This is an optimization exercise on Yosys and OpenROAD, whose aim is small area, a short achievable clock period and few clock cycles per item, not a production implementation. Function was checked by simulation only, so behaviour that the tests miss may differ from the original.

## flow/design.v (module list and top-level ports; edited modules follow where they fit)
// module PID: 807 lines
module PID(
    input clk,rst_n,
    input adc_complete,
    input [INPUT_BIT_WIDTH-1:0] sample,
    input wire signed[PARAMETER_BIT_WIDTH-1:0] target,
    input wire signed[PARAMETER_BIT_WIDTH-1:0] kp,
    input wire signed[PARAMETER_BIT_WIDTH-1:0] ki,
    input wire signed[PARAMETER_BIT_WIDTH-1:0] maximum_out,
    input wire signed[PARAMETER_BIT_WIDTH-1:0] minimum_out,
    input wire signed[PARAMETER_BIT_WIDTH-1:0] maximum_add,
    input wire signed[PARAMETER_BIT_WIDTH-1:0] minimum_add,
    output reg signed[PARAMETER_BIT_WIDTH-1:0] pi_out,
    output reg pi_valid
);
  // ...
==> flow/flow/run.sh <==
#!/bin/bash
set -euo pipefail
echo 'export BUFFER_PORTS_ARGS = -buffer_cell sky130_fd_sc_hd__buf_2' >> config.mk
echo 'export SYNTH_ARGS = -noabc' >> config.mk
bash standard.sh finish > standard_flow.log 2>&1
==> flow/standard.sh <==
#!/bin/bash
# synth_recipe.tcl (not shown) runs the flow's synth.tcl, then flattens the netlist and writes it again
# the make line also repeats each setting of config.mk as NAME=value (left out here)
make -C /OpenROAD-flow-scripts/flow DESIGN_CONFIG=/design/flow/config.mk WORK_HOME=/design/flow/orfs CLKGATE_MAP_FILE= SYNTH_SCRIPT=/design/flow/synth_recipe.tcl "${@:-finish}"
==> flow/config.mk <==
export PLATFORM = sky130hd
export DESIGN_NAME = PID
export DESIGN_NICKNAME = PID
export VERILOG_FILES = /design/flow/design.v
export SDC_FILE = /design/flow/constraint.sdc
export NUM_CORES = 4
export LEC_CHECK = 0
export ABC_AREA = 1
export CAP_MARGIN = 20
export CORE_MARGIN = 2
export CORE_UTILIZATION = 60
export SETUP_SLACK_MARGIN = 4
export SLEW_MARGIN = 20
export BUFFER_PORTS_ARGS = -buffer_cell sky130_fd_sc_hd__buf_2
export SYNTH_ARGS = -noabc
==> flow/constraint.sdc <==
create_clock -name core_clock -period 10.0 [get_ports {clk}]
set_input_delay 2.0000 -clock core_clock [delete_from_list [all_inputs] [get_ports {clk}]]
set_output_delay 2.0000 -clock core_clock [all_outputs]
set_load 0.01 [all_outputs]
==> flow_summary.json, run 1 <==
{
  "timing.critical_path.required_ps": 10410,
  "layout-drive-gt1-share_pct": 10.7,
  "max_cap_violations": 0,
  "drt-pass1-iter-count": 5,
  "ys_top_cells_by_area": "sky130_fd_sc_hd__fa_1 (21%), sky130_fd_sc_hd__dfrtp_1 (11%), sky130_fd_sc_hd__ha_1 (10%), sky130_fd_sc_hd__xor2_1 (8.7%), sky130_fd_sc_hd__nand2_1 (7.9%)",
  "result_of_the_run": "complete, no violations",
  "min_period_over_period_pct": 56.4,
  "dominant-cell-class": "multi-input combinational cells",
  "hold_ws_ps": 350,
  "cp-endpoint": "pi_out[2]$_DFFE_PN0P_",
  "fin_setup_tns_ps": 0,
  "synth.mux.area_fraction_pct": 0.507,
  "well_taps": 525,
  "h_tree_depth": 4,
  "dieWidth_um": 204,
  "wl_um": 73200,
  "detailed_place.area_um2": 25500,
  "timing.max_slew.rel_slack_pct": 20.7,
  "worst_path_most_repeated_cell": "sky130_fd_sc_hd__nand2_1",
  "cts_tree": "yes",
  "place_worst_setup_slack_ps": 3740,
  "synthXorXnorAreaFrac_pct": 11.1,
  "final.signal_inverter_count": 387,
  "cts.sinks": 186,
  "reg2reg_setup_slack_ps": 4540,
  "reg2reg_depth": 26,
  "finalMaxSlewViolations": 0,
  "asyncSetResetFlopFracSynth_pct": 58.1
}
Testbench counts, summed over its fixed seeds: cycles 4,800, items 1,600.
==> run 2: changes to the inputs <==
--- a/flow/config.mk
+++ b/flow/config.mk
@@ -9,7 +9,7 @@
 export CAP_MARGIN = 20
 export CORE_MARGIN = 2
 export CORE_UTILIZATION = 60
-export SETUP_SLACK_MARGIN = 4
+export SETUP_SLACK_MARGIN = 4.25
 export SLEW_MARGIN = 20
 export BUFFER_PORTS_ARGS = -buffer_cell sky130_fd_sc_hd__buf_2
 export SYNTH_ARGS = -noabc
==> flow_summary.json, run 2 <==
{
  "finalMaxSlewViolations": 0,
  "synth_seq_area_share_pct": 17.8,
  "delay_of_the_slowest_cell_on_the_worst_path_ps": 850,
  "place_worst_setup_slack_ps": 3740,
  "timing.critical_path.required_ps": 10430,
  "cts_hold_buffers": 0,
  "number_of_global_route_vias_before_repair": 22526,
  "grtUsageTotal_pct": 36.3,
  "gp_routability_congestion": 0.966,
  "result_of_the_run": "complete, no violations",
  "cpMaxStageDelayCell": "sky130_fd_sc_hd__mux2i_2",
  "yosysMostFrequentCell": "sky130_fd_sc_hd__nand2_1",
  "finalNetCount": 3823,
  "yosys_most_used_dff": "sky130_fd_sc_hd__dfrtp_1",
  "rsz0062_at_grt": "false",
  "syn_nets": 3670,
  "tmin_final_ps": 5590,
  "h_tree_depth": 4,
  "maximum_clock_frequency_mhz": 179,
  "clk_latency_ps": 510,
  "seq_area_um2": 4270,
  "die_height_um": 204,
  "critical_path.cell_chain": "buf_2, mux2i_2, o22ai_1, xor2_1, fa_1, fa_1, fa_1, fa_1, fa_1, inv_1, nor2_1",
  "cts.sinks": 186,
  "worstSetupEndpointType": "flop",
  "cts.clk_slew.worst_paths_ps": 70,
  "yosysTopAreaCellShare_pct": 20.8,
  "ys_top_cells_by_count": "sky130_fd_sc_hd__nand2_1 (504), sky130_fd_sc_hd__inv_1 (385), sky130_fd_sc_hd__nor2_1 (265)",
  "post_synth_instance_area_um2": 23900,
  "globalRoute.totalOverflow": 0,
  "synth_warnings": 1,
  "num_vias": 22004,
  "timing_worst_slew_pin_value_ps": 1200,
  "final.setup.worst_slack_ps": 4410,
  "postLayoutCellArea_um2": 26300,
  "layout.cells.most_common": "sky130_fd_sc_hd__nand2_1",
  "initial_utilization_pct": 60.5,
  "ios": 224,
  "ant_nets": 0,
  "asyncSetResetFlopFracSynth_pct": 58.1,
  "grt_max_degree": 69,
  "dieWidth_um": 204,
  "drt-pass1-iter-count": 5,
  "timing.max_slew.rel_slack_pct": 20.0,
  "crit_type": "in2reg",
  "cp.arrival_ps": 6010,
  "hold_ws_ps": 350,
  "min_period_over_period_pct": 55.9,
  "synth-edff-count": 0,
  "layout.cells.most_common_list": "sky130_fd_sc_hd__nand2_1 (502), sky130_fd_sc_hd__inv_1 (382), sky130_fd_sc_hd__nor2_1 (261), sky130_fd_sc_hd__fa_1 (248), sky130_fd_sc_hd__xor2_1 (238)",
  "initial_antenna_violation_count": 0,
  "path_max_fanout": 13,
  "hold_viol": 0,
  "max_cap_violations": 0,
  "clock-root-buffer": "sky130_fd_sc_hd__clkbuf_16",
  "synth_largest_area_cell": "sky130_fd_sc_hd__fa_1",
  "critical_path_buf_inv_count": 2,
  "grt_first_pass_wirelength_um": 117000,
  "fin_worst_skew_ps": 14.1,
  "drt-vias-per-instance": 5.91,
  "area.growth.synth_to_final_pct": 9.84,
  "core_area_um2": 39500,
  "hp-class": "reg2reg",
  "setup-violations-final": 0,
  "synth.ff_latch_count": 186,
  "critical_path.startpoint_type": "input port",
  "cts_tree": "yes",
  "avgRoutedWirePerCell_um": 19.9,
  "drt_drc_violations_left": 0,
  "detailed_place.area_um2": 25500,
  "fp.dieArea_um2": 41500,
  "ctsLongestPathBuffers": 2,
  "diodes": 0,
  "worst_path_top_cell_family_by_delay": "adder cells",
  "cts_buffers": 17,
  "postSynthCellCount": 3033,
  "dp_hpwl_um": 57500,
  "worst_path_most_repeated_cell": "sky130_fd_sc_hd__fa_1",
  "layout-drive-gt1-share_pct": 11.1,
  "syn-mean-instance-area_um2": 7.90,
  "fin_setup_tns_ps": 0,
  "n_fill_cell": 3461,
  "io_port_bufs": 223,
  "row_count": 73,
  "ys_top_cells_by_area": "sky130_fd_sc_hd__fa_1 (21%), sky130_fd_sc_hd__dfrtp_1 (11%), sky130_fd_sc_hd__ha_1 (10%), sky130_fd_sc_hd__xor2_1 (8.7%), sky130_fd_sc_hd__nand2_1 (7.9%)",
  "wl_um": 74100,
  "count_of_routing_violations_after_the_opening_detailed_route_iteration": 1787,
  "multi_input_area_um2": 17900,
  "synth_cell_types": 54
}
-- run 2: worst reg2reg max path, cell delays in order, from the launching register on --
cell                      delay, ps
sky130_fd_sc_hd__dfrtp_4        800
sky130_fd_sc_hd__inv_1           90
sky130_fd_sc_hd__buf_4          290
sky130_fd_sc_hd__or2_2          430
sky130_fd_sc_hd__o21a_1         120
sky130_fd_sc_hd__inv_1          620
sky130_fd_sc_hd__o22ai_1        220
sky130_fd_sc_hd__xor2_1         220
sky130_fd_sc_hd__fa_1           480
sky130_fd_sc_hd__fa_1           440
sky130_fd_sc_hd__fa_1           490
sky130_fd_sc_hd__fa_1           480
sky130_fd_sc_hd__fa_1           540
sky130_fd_sc_hd__inv_1           40
sky130_fd_sc_hd__nor2_1         100
-- run 2: cells by family after synthesis --
family | after synthesis | synth area share [%]
AND/OR/NAND/NOR | 1060 | 18.7
flip-flops | 186 | 17.8
multiplexers | 11 | 0.507
buffers and inverters | 508 | 8.35
XOR/XNOR | 292 | 11.1
AO/OA/AOI/OAI | 536 | 12.8
adder cells (fa/ha/maj) | 440 | 30.8
-- run 2: area by class of cell --
type | instances | area share [%]
Clock buffer | 22 | 1.89
Clock inverter | 10 | 0.390
Inverter | 387 | 5.58
Multi-Input combinational cell | 2341 | 68.1
Sequential cell | 186 | 16.2
Tap cell | 525 | 2.50
Timing Repair Buffer | 251 | 5.25
Timing Repair inverter | 2 | 0.0381
-- run 2: final timing paths --
path                                       end  cells after the start  slack [ps]            start
max reg2reg                p1b_r[18]$_DFF_PN0_                     14        4580     s2$_DFF_PN0_
min reg2reg                    c_b[16]$_DFF_P_                      0         350  c_a[16]$_DFF_P_
min                            c_b[16]$_DFF_P_                      0         350  c_a[16]$_DFF_P_
max in group asynchronous         s3$_DFF_PN0_                      3        7360            rst_n
max                        p1b_r[18]$_DFF_PN0_                     11        4410           kp[13]
min in group asynchronous    e1[7]$_DFFE_PN0P_                      1        1460            rst_n
-- run 2: per-stage QoR --
step                      utilization, %  instances
after floorplan                        -       3033
after global placement              64.4       3683
after detailed placement            64.4       3684
after CTS                           65.9       3716
after global routing                66.5       3724
final                               66.5       3724
-- run 2: repair_timing --
item / 4_1_cts / 5_1_grt
pin swaps: 0 / 3
cloned: 0 / 4
resized for setup: 1 / 21
buffers inserted: 0 / 3
setup endpoints to repair: 27 / 69
-- run 2: metal layers --
layer  wire, µm  GRT usage, %  vias up
met4       4180          19.1        0
li1           -             -    10248
met1      29000          44.3    10466
met3       5240          5.16      264
met5          0             0        -
met2      35600          62.3     1026
==> run 3: changes to the inputs <==
--- a/flow/config.mk
+++ b/flow/config.mk
@@ -9,6 +9,7 @@
 export CAP_MARGIN = 20
 export CORE_MARGIN = 2
 export CORE_UTILIZATION = 60
+export CTS_BUF_LIST = sky130_fd_sc_hd__clkbuf_4 sky130_fd_sc_hd__clkbuf_8
 export SETUP_SLACK_MARGIN = 4.25
 export SLEW_MARGIN = 20
 export BUFFER_PORTS_ARGS = -buffer_cell sky130_fd_sc_hd__buf_2
==> flow_summary.json, run 3 <==
{
  "result_of_the_run": "complete, no violations",
  "dp_hpwl_um": 57500,
  "count_of_routing_violations_after_the_opening_detailed_route_iteration": 1722,
  "die_height_um": 204,
  "finalMaxSlewViolations": 0,
  "postLayoutCellArea_um2": 26000,
  "delay_of_the_slowest_cell_on_the_worst_path_ps": 860,
  "yosysMostFrequentCell": "sky130_fd_sc_hd__nand2_1",
  "yosysTopAreaCellShare_pct": 20.8,
  "layout.cells.most_common": "sky130_fd_sc_hd__nand2_1",
  "gp_routability_congestion": 0.966,
  "num_vias": 21805,
  "ios": 224,
  "initial_utilization_pct": 60.5,
  "yosys_most_used_dff": "sky130_fd_sc_hd__dfrtp_1",
  "setup-violations-final": 0,
  "detailed_place.area_um2": 25500,
  "ctsLongestPathBuffers": 2,
  "layout-drive-gt1-share_pct": 10.8,
  "grt_first_pass_wirelength_um": 116000,
  "syn_nets": 3670,
  "io_port_bufs": 223,
  "row_count": 73,
  "syn-mean-instance-area_um2": 7.90,
  "grtUsageMet2_pct": 62.2,
  "ant_nets": 0,
  "cts_tree": "yes",
  "fp.dieArea_um2": 41500,
  "number_of_global_route_vias_before_repair": 22466,
  "drt-pass1-iter-count": 5,
  "avgRoutedWirePerCell_um": 19.7,
  "placedCellCount": 3684,
  "drt-vias-per-instance": 5.86,
  "timing_worst_slew_pin_value_ps": 1140,
  "postSynthCellCount": 3033,
  "multi_input_area_um2": 17900,
  "rsz0062_at_grt": "false",
  "synth_largest_area_cell": "sky130_fd_sc_hd__fa_1",
  "timing.critical_path.required_ps": 10520,
  "diodes": 0,
  "drt_drc_violations_left": 0,
  "globalRoute.totalOverflow": 0,
  "wl_um": 73200,
  "final_cell_count_no_fill": 3718,
  "cts.sinks": 186,
  "synth.ff_latch_count": 186,
  "area.growth.synth_to_final_pct": 8.67,
  "crit_type": "in2reg",
  "cts.clk_slew.worst_paths_ps": 100,
  "max_cap_violations": 0,
  "cts_buffers": 17,
  "seq_area_um2": 4270,
  "synth_warnings": 1,
  "timing.max_slew.rel_slack_pct": 22.5,
  "worstSetupEndpointType": "flop",
  "synth_cell_types": 54,
  "h_tree_depth": 4,
  "hold_ws_ps": 353,
  "maximum_clock_frequency_mhz": 182,
  "grt.busiest_layer": "met2",
  "cp.arrival_ps": 6020,
  "cts_hold_buffers": 0,
  "synth_seq_area_share_pct": 17.8,
  "hold_viol": 0,
  "clock-root-buffer": "sky130_fd_sc_hd__clkbuf_8",
  "grt_use_met1_pct": 44.2,
  "ys_top_cells_by_area": "sky130_fd_sc_hd__fa_1 (21%), sky130_fd_sc_hd__dfrtp_1 (11%), sky130_fd_sc_hd__ha_1 (10%), sky130_fd_sc_hd__xor2_1 (8.7%), sky130_fd_sc_hd__nand2_1 (7.9%)",
  "core_area_um2": 39500,
  "fin_setup_tns_ps": 0,
  "global_route_met3_utilization_pct": 5.26,
  "ys_top_cells_by_count": "sky130_fd_sc_hd__nand2_1 (504), sky130_fd_sc_hd__inv_1 (385), sky130_fd_sc_hd__nor2_1 (265)",
  "n_fill_cell": 3508,
  "critical_path.startpoint_type": "input port",
  "worst_path_top_cell_family_by_delay": "adder cells",
  "worst_path_most_repeated_cell": "sky130_fd_sc_hd__fa_1",
  "layout.cells.most_common_list": "sky130_fd_sc_hd__nand2_1 (502), sky130_fd_sc_hd__inv_1 (385), sky130_fd_sc_hd__nor2_1 (262), sky130_fd_sc_hd__fa_1 (249), sky130_fd_sc_hd__xor2_1 (238)",
  "synth-edff-count": 0,
  "cpMaxStageDelayCell": "sky130_fd_sc_hd__mux2i_2",
  "initial_antenna_violation_count": 0,
  "critical_path.cell_chain": "buf_2, mux2i_2, o22ai_1, xor2_1, fa_1, fa_1, fa_1, fa_1, fa_1, inv_1, nor2_1",
  "min_period_over_period_pct": 55.0,
  "dieWidth_um": 204,
  "path_max_fanout": 13,
  "fin_worst_skew_ps": 18.1,
  "hp-class": "reg2reg",
  "critical_path_buf_inv_count": 2,
  "clk_latency_ps": 590,
  "grt_max_degree": 69,
  "grtUsageTotal_pct": 36.2,
  "finalNetCount": 3817,
  "post_synth_instance_area_um2": 23900,
  "asyncSetResetFlopFracSynth_pct": 58.1,
  "tmin_final_ps": 5500
}
-- run 3: cell types whose count changed in the layout (fill, tap and decap cells not counted), sizes merged --
cell	delta
bufinv	+2
nand3	-1
clkinvlp	-5
clkbuf	-2
inv	+3
buf	-3
-- run 3: final timing paths --
| kind | cells after the start | slack (ps) | from | end |
|---|---|---|---|---|
| setup reg to reg | 14 | 4590 | s2$_DFF_PN0_ | p1b_r[18]$_DFF_PN0_ |
| hold reg to reg | 0 | 350 | c_a[20]$_DFF_P_ | c_b[20]$_DFF_P_ |
| max in group asynchronous | 2 | 7140 | rst_n | s3$_DFF_PN0_ |
| hold / removal | 0 | 350 | c_a[20]$_DFF_P_ | c_b[20]$_DFF_P_ |
| min in group asynchronous | 1 | 1390 | rst_n | e1[7]$_DFFE_PN0P_ |
| setup / recovery | 11 | 4500 | kp[13] | p1b_r[18]$_DFF_PN0_ |
-- run 3: timing repair --
action / 4_1_cts / 5_1_grt
setup buffers: 0 / 1
resized for setup: 1 / 11
pin swaps: 0 / 2
endpoints found under the setup margin: 28 / 69
cloned: 0 / 1
-- run 3: per-layer routing --
metal	part of all wire [%]	vias up
li1	-	10239
met1	40	10369
met2	48	959
met3	6.8	238
met4	5.3	0
met5	0	-
-- run 3: cell type report --
| type | instances | share of cell area, % |
|---|---|---|
| multi-input combinational | 2340 | 68.7 |
| sequential | 186 | 16.4 |
| inverter | 387 | 5.59 |
| timing repair buffer | 248 | 5.17 |
| tap | 525 | 2.52 |
| clock buffer | 20 | 1.01 |
| clock inverter | 12 | 0.625 |
-- run 3: through the flow --
stage / setup WS [ps] / util, %
after floorplan: 4330 / -
after global placement: 3820 / 64.4
after detailed placement: 3740 / 64.4
after CTS: 4340 / 65.5
after global routing: 4240 / 65.8
final: 4500 / 65.8
-- run 3: logic make-up after synthesis --
group / synth area share, %
xor+xnor: 11.1
flops: 17.8
mux: 0.507
fa+ha+maj: 30.8
compound gates: 12.8
buf+inv: 8.35
simple gates: 18.7
==> run 4: changes to the inputs <==
--- a/flow/config.mk
+++ b/flow/config.mk
@@ -10,7 +10,7 @@
 export CORE_MARGIN = 2
 export CORE_UTILIZATION = 60
 export CTS_BUF_LIST = sky130_fd_sc_hd__clkbuf_4 sky130_fd_sc_hd__clkbuf_8
-export SETUP_SLACK_MARGIN = 4.25
+export SETUP_SLACK_MARGIN = 4.5
 export SLEW_MARGIN = 20
 export BUFFER_PORTS_ARGS = -buffer_cell sky130_fd_sc_hd__buf_2
 export SYNTH_ARGS = -noabc
==> flow_summary.json, run 4 <==
{
  "worst_path_most_repeated_cell": "sky130_fd_sc_hd__nand2_1",
  "finalMaxSlewViolations": 0,
  "fin_worst_skew_ps": 25.4,
  "fin_setup_tns_ps": 0,
  "holdPathEnd": "c_b[9]$_DFF_P_",
  "grt_max_degree": 55,
  "io_port_bufs": 223,
  "cts_tree": "yes",
  "globalRoute.totalOverflow": 0,
  "row_count": 73,
  "clk_latency_ps": 600,
  "cts.sinks": 186,
  "grtUsageTotal_pct": 36.0,
  "synth_cell_types": 54,
  "worst_r2r_endpoint": "pi_out[14]$_DFFE_PN0P_",
  "yosys_most_used_dff": "sky130_fd_sc_hd__dfrtp_1",
  "hp-class": "reg2reg",
  "synth_seq_area_share_pct": 17.8,
  "ios": 224,
  "initial_utilization_pct": 60.5,
  "worst_path_top_cell_family_by_delay": "simple AND/OR/NAND/NOR gates",
  "delay_of_the_slowest_cell_on_the_worst_path_ps": 580,
  "final_cell_count_no_fill": 3744,
  "avgRoutedWirePerCell_um": 20.5,
  "syn-mean-instance-area_um2": 7.90,
  "post_synth_instance_area_um2": 23900,
  "timing_worst_slew_pin_value_ps": 1160,
  "grt_first_pass_wirelength_um": 116000,
  "gp_routability_congestion": 0.982,
  "initial_antenna_violation_count": 0,
  "cts_buffers": 17,
  "ys_top_cells_by_count": "sky130_fd_sc_hd__nand2_1 (504), sky130_fd_sc_hd__inv_1 (385), sky130_fd_sc_hd__nor2_1 (265)",
  "clock-root-buffer": "sky130_fd_sc_hd__clkbuf_8",
  "source_of_the_worst_register_to_register_timing_path": "s3$_DFF_PN0_",
  "h_tree_depth": 4,
  "rsz0062_at_grt": "true",
  "synth-edff-count": 0,
  "finalNetCount": 3844,
  "area.growth.synth_to_final_pct": 10.7,
  "worstSetupEndpointType": "flop",
  "num_vias": 22455,
  "path_max_fanout": 8,
  "drt-pass1-iter-count": 6,
  "reg2reg_depth": 21,
  "crit_type": "in2reg",
  "ant_nets": 0,
  "final_core_util_pct": 67.1,
  "number_of_global_route_vias_before_repair": 22397,
  "drt_drc_violations_left": 0,
  "hold_viol": 0,
  "tmin_final_ps": 5530,
  "yosysMostFrequentCell": "sky130_fd_sc_hd__nand2_1",
  "timing.max_slew.rel_slack_pct": 22.4,
  "layout.cells.most_common_list": "sky130_fd_sc_hd__nand2_1 (498), sky130_fd_sc_hd__inv_1 (382), sky130_fd_sc_hd__nor2_1 (260), sky130_fd_sc_hd__fa_1 (248), sky130_fd_sc_hd__xor2_1 (238)",
  "max_cap_violations": 0,
  "synth_largest_area_cell": "sky130_fd_sc_hd__fa_1",
  "placedCellCount": 3686,
  "hold_ws_ps": 341,
  "syn_nets": 3670,
  "maximum_clock_frequency_mhz": 181,
  "result_of_the_run": "complete, no violations",
  "dieWidth_um": 204,
  "dp_hpwl_um": 57600,
  "cts.clk_slew.worst_paths_ps": 120,
  "postSynthCellCount": 3033,
  "count_of_routing_violations_after_the_opening_detailed_route_iteration": 1905,
  "setup-violations-final": 0,
  "asyncSetResetFlopFracSynth_pct": 58.1,
  "yosysTopAreaCellShare_pct": 20.8,
  "critical_path.cell_chain": "buf_2, nand2_1, a21oi_1, fa_1, fa_1, ha_1, nand2_1, nor2_1, nand4_1, nor2_1, nand2_1, nand4_1, nand2_4, nand2_8, nand2_8, nand2_8, nand3_1, nand3_1, nand3_1, nand2_1, a21oi_2",
  "reg2reg_setup_slack_ps": 4500,
  "core_area_um2": 39500,
  "timing.critical_path.required_ps": 10470,
  "worst_hold_path.num_cells": 0,
  "fp.dieArea_um2": 41500,
  "layout-drive-gt1-share_pct": 12.5,
  "cpMaxStageDelayCell": "sky130_fd_sc_hd__fa_1",
  "critical_path_buf_inv_count": 1,
  "ys_top_cells_by_area": "sky130_fd_sc_hd__fa_1 (21%), sky130_fd_sc_hd__dfrtp_1 (11%), sky130_fd_sc_hd__ha_1 (10%), sky130_fd_sc_hd__xor2_1 (8.7%), sky130_fd_sc_hd__nand2_1 (7.9%)",
  "min_from": "c_a[9]$_DFF_P_",
  "wl_um": 76600,
  "die_height_um": 204,
  "min_period_over_period_pct": 55.3,
  "layout.cells.most_common": "sky130_fd_sc_hd__nand2_1",
  "drt-vias-per-instance": 6.00,
  "synth.ff_latch_count": 186,
  "synth_warnings": 1,
  "diodes": 0,
  "critical_path.startpoint_type": "input port",
  "cp.arrival_ps": 6000,
  "ctsLongestPathBuffers": 2
}
run 4: cell count changes in the layout (fill, tap and decap cells not counted), sizes merged:
cell / previous run / this run
clkbuf: 20 / 18
nand3: 209 / 213
clkinv: 2 / 5
bufinv: 3 / 1
inv: 392 / 391
clkinvlp: 2 / 7
buf: 248 / 259
nand2: 512 / 520
run 4: timing repair:
item,CTS,global route
endpoints found under the setup margin,67,59
gates cloned,0,16
hold buffers,0,0
setup buffers,0,11
resized for setup,9,61
pin swaps,0,15
run 4: cell families (layout without fill, tap and decap cells):
family	after synthesis	in the layout	share of synthesized area, %
AND/OR/NAND/NOR	1060	1073	18.7
AO/OA/AOI/OAI	536	536	12.8
buffers and inverters	508	681	8.35
adder cells (fa/ha/maj)	440	440	30.8
XOR/XNOR	292	292	11.1
flip-flops	186	186	17.8
multiplexers	11	11	0.507
run 4: worst max path at each step:
stage / end / cells past startpoint / from
finish: pi_out[14]$_DFFE_PN0P_ / 21 / maximum_add[14]
global route: pi_out[19]$_DFFE_PN0P_ / 23 / s3$_DFF_PN0_
CTS: pi_out[19]$_DFFE_PN0P_ / 27 / minimum_add[25]
detailed placement: pi_out[19]$_DFFE_PN0P_ / 25 / minimum_add[25]
global placement: pi_out[19]$_DFFE_PN0P_ / 25 / minimum_add[25]
floorplan: p1b_r[20]$_DFF_PN0_ / 12 / kp[15]
run 4: layer usage:
layer	vias to the layer above	routed length (µm)	global-route usage, %
li1	10314	-	-
met1	10635	29000	45.1
met2	1214	36600	60.4
met3	292	6400	5.69
met4	0	4620	18.0
met5	-	0	0
run 4: worst reg2reg max path: cells and delay by family, from the launching register on:
| family | cells | cell delay, ps |
|---|---|---|
| buffers and inverters | 1 | 670 |
| and+or+nand+nor | 14 | 1990 |
| adders and majority gates | 3 | 1410 |
| DFF | 1 | 760 |
| AOI/OAI and AO/OA | 3 | 550 |
run 4: per-stage QoR:
stage               setup WS, ps  instance area, µm²
floorplan                   4520               23900
global placement            3750               25500
detailed placement          3730               25500
CTS                         4540               25900
global route                4290               26500
finish                      4470               26500
run 4: layout make-up:
cell class / instances / area (µm²)
clock buffers: 17 / 234
clock inverters: 14 / 138
fillers: 3359 / 13000
inverters: 387 / 1470
multi-input cells: 2352 / 18300
flip-flops and latches: 186 / 4270
well taps: 525 / 657
repair buffers: 260 / 1470
repair inverters: 3 / 15.0
==> run 5: changes to the inputs <==
==> flow/flow/run.sh (replaced) <==
#!/bin/bash
set -euo pipefail
echo 'export BUFFER_PORTS_ARGS = -buffer_cell sky130_fd_sc_hd__buf_1' >> config.mk
echo 'export SYNTH_ARGS = -noabc' >> config.mk
bash standard.sh finish > standard_flow.log 2>&1
==> flow/config.mk (replaced) <==
export PLATFORM = sky130hd
export DESIGN_NAME = PID
export DESIGN_NICKNAME = PID
export VERILOG_FILES = /design/flow/design.v
export SDC_FILE = /design/flow/constraint.sdc
export NUM_CORES = 4
export LEC_CHECK = 0
export ABC_AREA = 1
export CAP_MARGIN = 20
export CORE_MARGIN = 2
export CORE_UTILIZATION = 60
export SETUP_SLACK_MARGIN = 4
export SLEW_MARGIN = 20
export BUFFER_PORTS_ARGS = -buffer_cell sky130_fd_sc_hd__buf_1
export SYNTH_ARGS = -noabc
==> flow_summary.json, run 5 <==
{
  "result_of_the_run": "complete, no violations",
  "ctsLongestPathBuffers": 2,
  "ant_nets": 0,
  "diodes": 0,
  "ys_top_cells_by_count": "sky130_fd_sc_hd__nand2_1 (504), sky130_fd_sc_hd__inv_1 (385), sky130_fd_sc_hd__nor2_1 (265)",
  "yosysMostFrequentCell": "sky130_fd_sc_hd__nand2_1",
  "ys_top_cells_by_area": "sky130_fd_sc_hd__fa_1 (21%), sky130_fd_sc_hd__dfrtp_1 (11%), sky130_fd_sc_hd__ha_1 (10%), sky130_fd_sc_hd__xor2_1 (8.7%), sky130_fd_sc_hd__nand2_1 (7.9%)",
  "min_from": "c_a[25]$_DFF_P_",
  "place_worst_setup_slack_ps": 3660,
  "syn-mean-instance-area_um2": 7.90,
  "asyncSetResetFlopFracSynth_pct": 58.1,
  "cpMaxStageDelayCell": "sky130_fd_sc_hd__dfrtp_4",
  "count_of_routing_violations_after_the_opening_detailed_route_iteration": 1740,
  "cts_hold_buffers": 0,
  "io_port_bufs": 223,
  "drt-vias-per-instance": 5.89,
  "timing.critical_path.required_ps": 10410,
  "hp-class": "reg2reg",
  "gp_routability_congestion": 0.966,
  "final_core_util_pct": 65.5,
  "grtUsageTotal_pct": 36.2,
  "worst_path_most_repeated_cell": "sky130_fd_sc_hd__fa_1",
  "critical_path.cell_chain": "buf_4, xnor2_2, fa_1, fa_1, fa_1, fa_1, fa_1, xnor2_1, xnor2_1, xor2_1, xor2_1, nand3_1, nand2_1, inv_1, nand2_1, nand2_1, nor2_1",
  "globalRoute.totalOverflow": 0,
  "tmin_final_ps": 5710,
  "number_of_global_route_vias_before_repair": 22454,
  "syn_nets": 3670,
  "initial_utilization_pct": 60.5,
  "clock-root-buffer": "sky130_fd_sc_hd__clkbuf_16",
  "final_cell_count_no_fill": 3719,
  "worstSetupEndpointType": "flop",
  "min_period_over_period_pct": 57.1,
  "wl_um": 72600,
  "drt-pass1-iter-count": 7,
  "fin_worst_skew_ps": 13.4,
  "clk_latency_ps": 510,
  "final.setup.worst_slack_ps": 4290,
  "dp_hpwl_um": 57600,
  "critical_path.startpoint_type": "flop",
  "finalMaxSlewViolations": 0,
  "core_area_um2": 39500,
  "synth_largest_area_cell": "sky130_fd_sc_hd__fa_1",
  "hold_viol": 0,
  "worst_hold_path.num_cells": 0,
  "layout.cells.most_common": "sky130_fd_sc_hd__nand2_1",
  "postSynthCellCount": 3033,
  "cts_buffers": 17,
  "avgRoutedWirePerCell_um": 19.5,
  "finalNetCount": 3818,
  "maximum_clock_frequency_mhz": 175,
  "cts.clk_slew.worst_paths_ps": 80,
  "synth-edff-count": 0,
  "timing_worst_slew_pin_value_ps": 1070,
  "synth_warnings": 1,
  "critical_path_buf_inv_count": 2,
  "cts.sinks": 186,
  "worst_path_top_cell_family_by_delay": "adder cells",
  "path_max_fanout": 36,
  "num_vias": 21897,
  "max_cap_violations": 0,
  "reg2reg_setup_slack_ps": 4290,
  "timing.max_slew.rel_slack_pct": 28.4,
  "cp.arrival_ps": 6120,
  "worst_r2r_endpoint": "p1b_r[25]$_DFF_PN0_",
  "layout-drive-gt1-share_pct": 3.85,
  "fp.dieArea_um2": 41500,
  "fin_setup_tns_ps": 0,
  "reg2reg_depth": 17,
  "setup-violations-final": 0,
  "grt_first_pass_wirelength_um": 116000,
  "drt_drc_violations_left": 0,
  "row_count": 73,
  "die_height_um": 204,
  "dieWidth_um": 204,
  "ios": 224,
  "synth_cell_types": 54,
  "synth_seq_area_share_pct": 17.8,
  "yosys_most_used_dff": "sky130_fd_sc_hd__dfrtp_1",
  "h_tree_depth": 4,
  "initial_antenna_violation_count": 0,
  "yosysTopAreaCellShare_pct": 20.8,
  "grt_max_degree": 77,
  "holdPathEnd": "c_b[25]$_DFF_P_",
  "post_synth_instance_area_um2": 23900,
  "source_of_the_worst_register_to_register_timing_path": "s2$_DFF_PN0_",
  "rsz0062_at_grt": "false",
  "delay_of_the_slowest_cell_on_the_worst_path_ps": 820,
  "cts_tree": "yes",
  "placedCellCount": 3685,
  "synth.ff_latch_count": 186,
  "area.growth.synth_to_final_pct": 8.15,
  "crit_type": "reg2reg",
  "layout.cells.most_common_list": "sky130_fd_sc_hd__nand2_1 (503), sky130_fd_sc_hd__inv_1 (384), sky130_fd_sc_hd__nor2_1 (262), sky130_fd_sc_hd__fa_1 (249), sky130_fd_sc_hd__xor2_1 (238)"
}
-- run 5: per-stage QoR --
stage | instance area (µm²) | hold slack (ps)
after floorplan | 23900 | 331
after global placement | 25200 | 334
after detailed placement | 25200 | 337
after CTS | 25800 | 352
after global routing | 25900 | 365
final | 25900 | 351
-- run 5: repair_timing --
| action | 4_1_cts | 5_1_grt |
|---|---|---|
| setup endpoints to repair | 14 | 28 |
| gates resized for setup | 1 | 10 |
| cloned | 0 | 0 |
| setup buffers | 1 | 0 |
-- run 5: worst max path at each step --
| stage | slack [ps] | depth (start not counted) | end | start |
|---|---|---|---|---|
| after floorplan | 4330 | 13 | p1b_r[20]$_DFF_PN0_ | kp[6] |
| after global placement | 3710 | 23 | pi_out[23]$_DFFE_PN0P_ | minimum_add[25] |
| after detailed placement | 3660 | 22 | pi_out[20]$_DFFE_PN0P_ | minimum_add[25] |
| after CTS | 4110 | 17 | p1b_r[25]$_DFF_PN0_ | s2$_DFF_PN0_ |
| after global routing | 4010 | 17 | p1b_r[25]$_DFF_PN0_ | s2$_DFF_PN0_ |
| final | 4290 | 17 | p1b_r[25]$_DFF_PN0_ | s2$_DFF_PN0_ |
-- run 5: cells by family after synthesis --
group	share of synthesized area, %
AOI/OAI and AO/OA	12.8
adders and majority gates	30.8
and+or+nand+nor	18.7
muxes	0.507
buffers and inverters	8.35
DFF	17.8
xor gates and xnor gates	11.1
-- run 5: area by class of cell --
type / count / area [µm²]
clock buffers: 18 / 429
clock inverters: 14 / 149
fillers: 3480 / 13700
inverters: 387 / 1460
multi-input cells: 2339 / 17900
flip-flops and latches: 186 / 4270
well taps: 525 / 657
repair buffers: 250 / 1070
-- run 5: metal layers --
layer  vias up  track usage, %  wire [µm]  part of all wire (%)
li1      10224               -          -                     -
met1     10518            45.2      28700                    40
met2       945            61.6      35500                    49
met3       210            5.67       5240                   7.2
met4         0            16.9       3110                   4.3
met5         -               0          0                     0

==> afterwards: timing with drivers on the ports <==
No port has a modelled driver above. Below, the same layouts with a new extraction and two added sets of constraints. Step 1 sets driving cells, clkbuf_16 on the clock port and buf_2 on the other inputs (assumed; they add their load-dependent delay and slew). Step 2, shift: input delay + t, output delay - t, t = (earliest + latest rising clock arrival at the registers) / 2. This alone moves slack from input paths to output paths. Slacks: ideal ports / drivers / drivers and shift; pairs: ideal ports / drivers.
run | shift t [ns] | setup slack, ns | hold slack, ns | clock arrival spread, ns | pins driven straight from the clock port
run 1 | 0.564 | 4.361 / 4.403 / 3.839 | 0.350 / 0.350 / 0.350 | 0.015 / 0.015 | 1
run 2 | 0.560 | 4.415 / 4.449 / 3.889 | 0.350 / 0.350 / 0.350 | 0.014 / 0.014 | 1
run 3 | 0.639 | 4.502 / 4.529 / 3.891 | 0.353 / 0.353 / 0.353 | 0.018 / 0.019 | 1
run 4 | 0.639 | 4.470 / 4.497 / 3.864 | 0.341 / 0.341 / 0.341 | 0.027 / 0.027 | 1
run 5 | 0.562 | 4.291 / 4.291 / 3.779 | 0.351 / 0.351 / 0.351 | 0.014 / 0.014 | 1
After both steps every run listed still meets setup and hold. For run 3, which loses most, drivers alone change the setup slack by +0.027 ns; drivers and shift together by -0.611 ns.
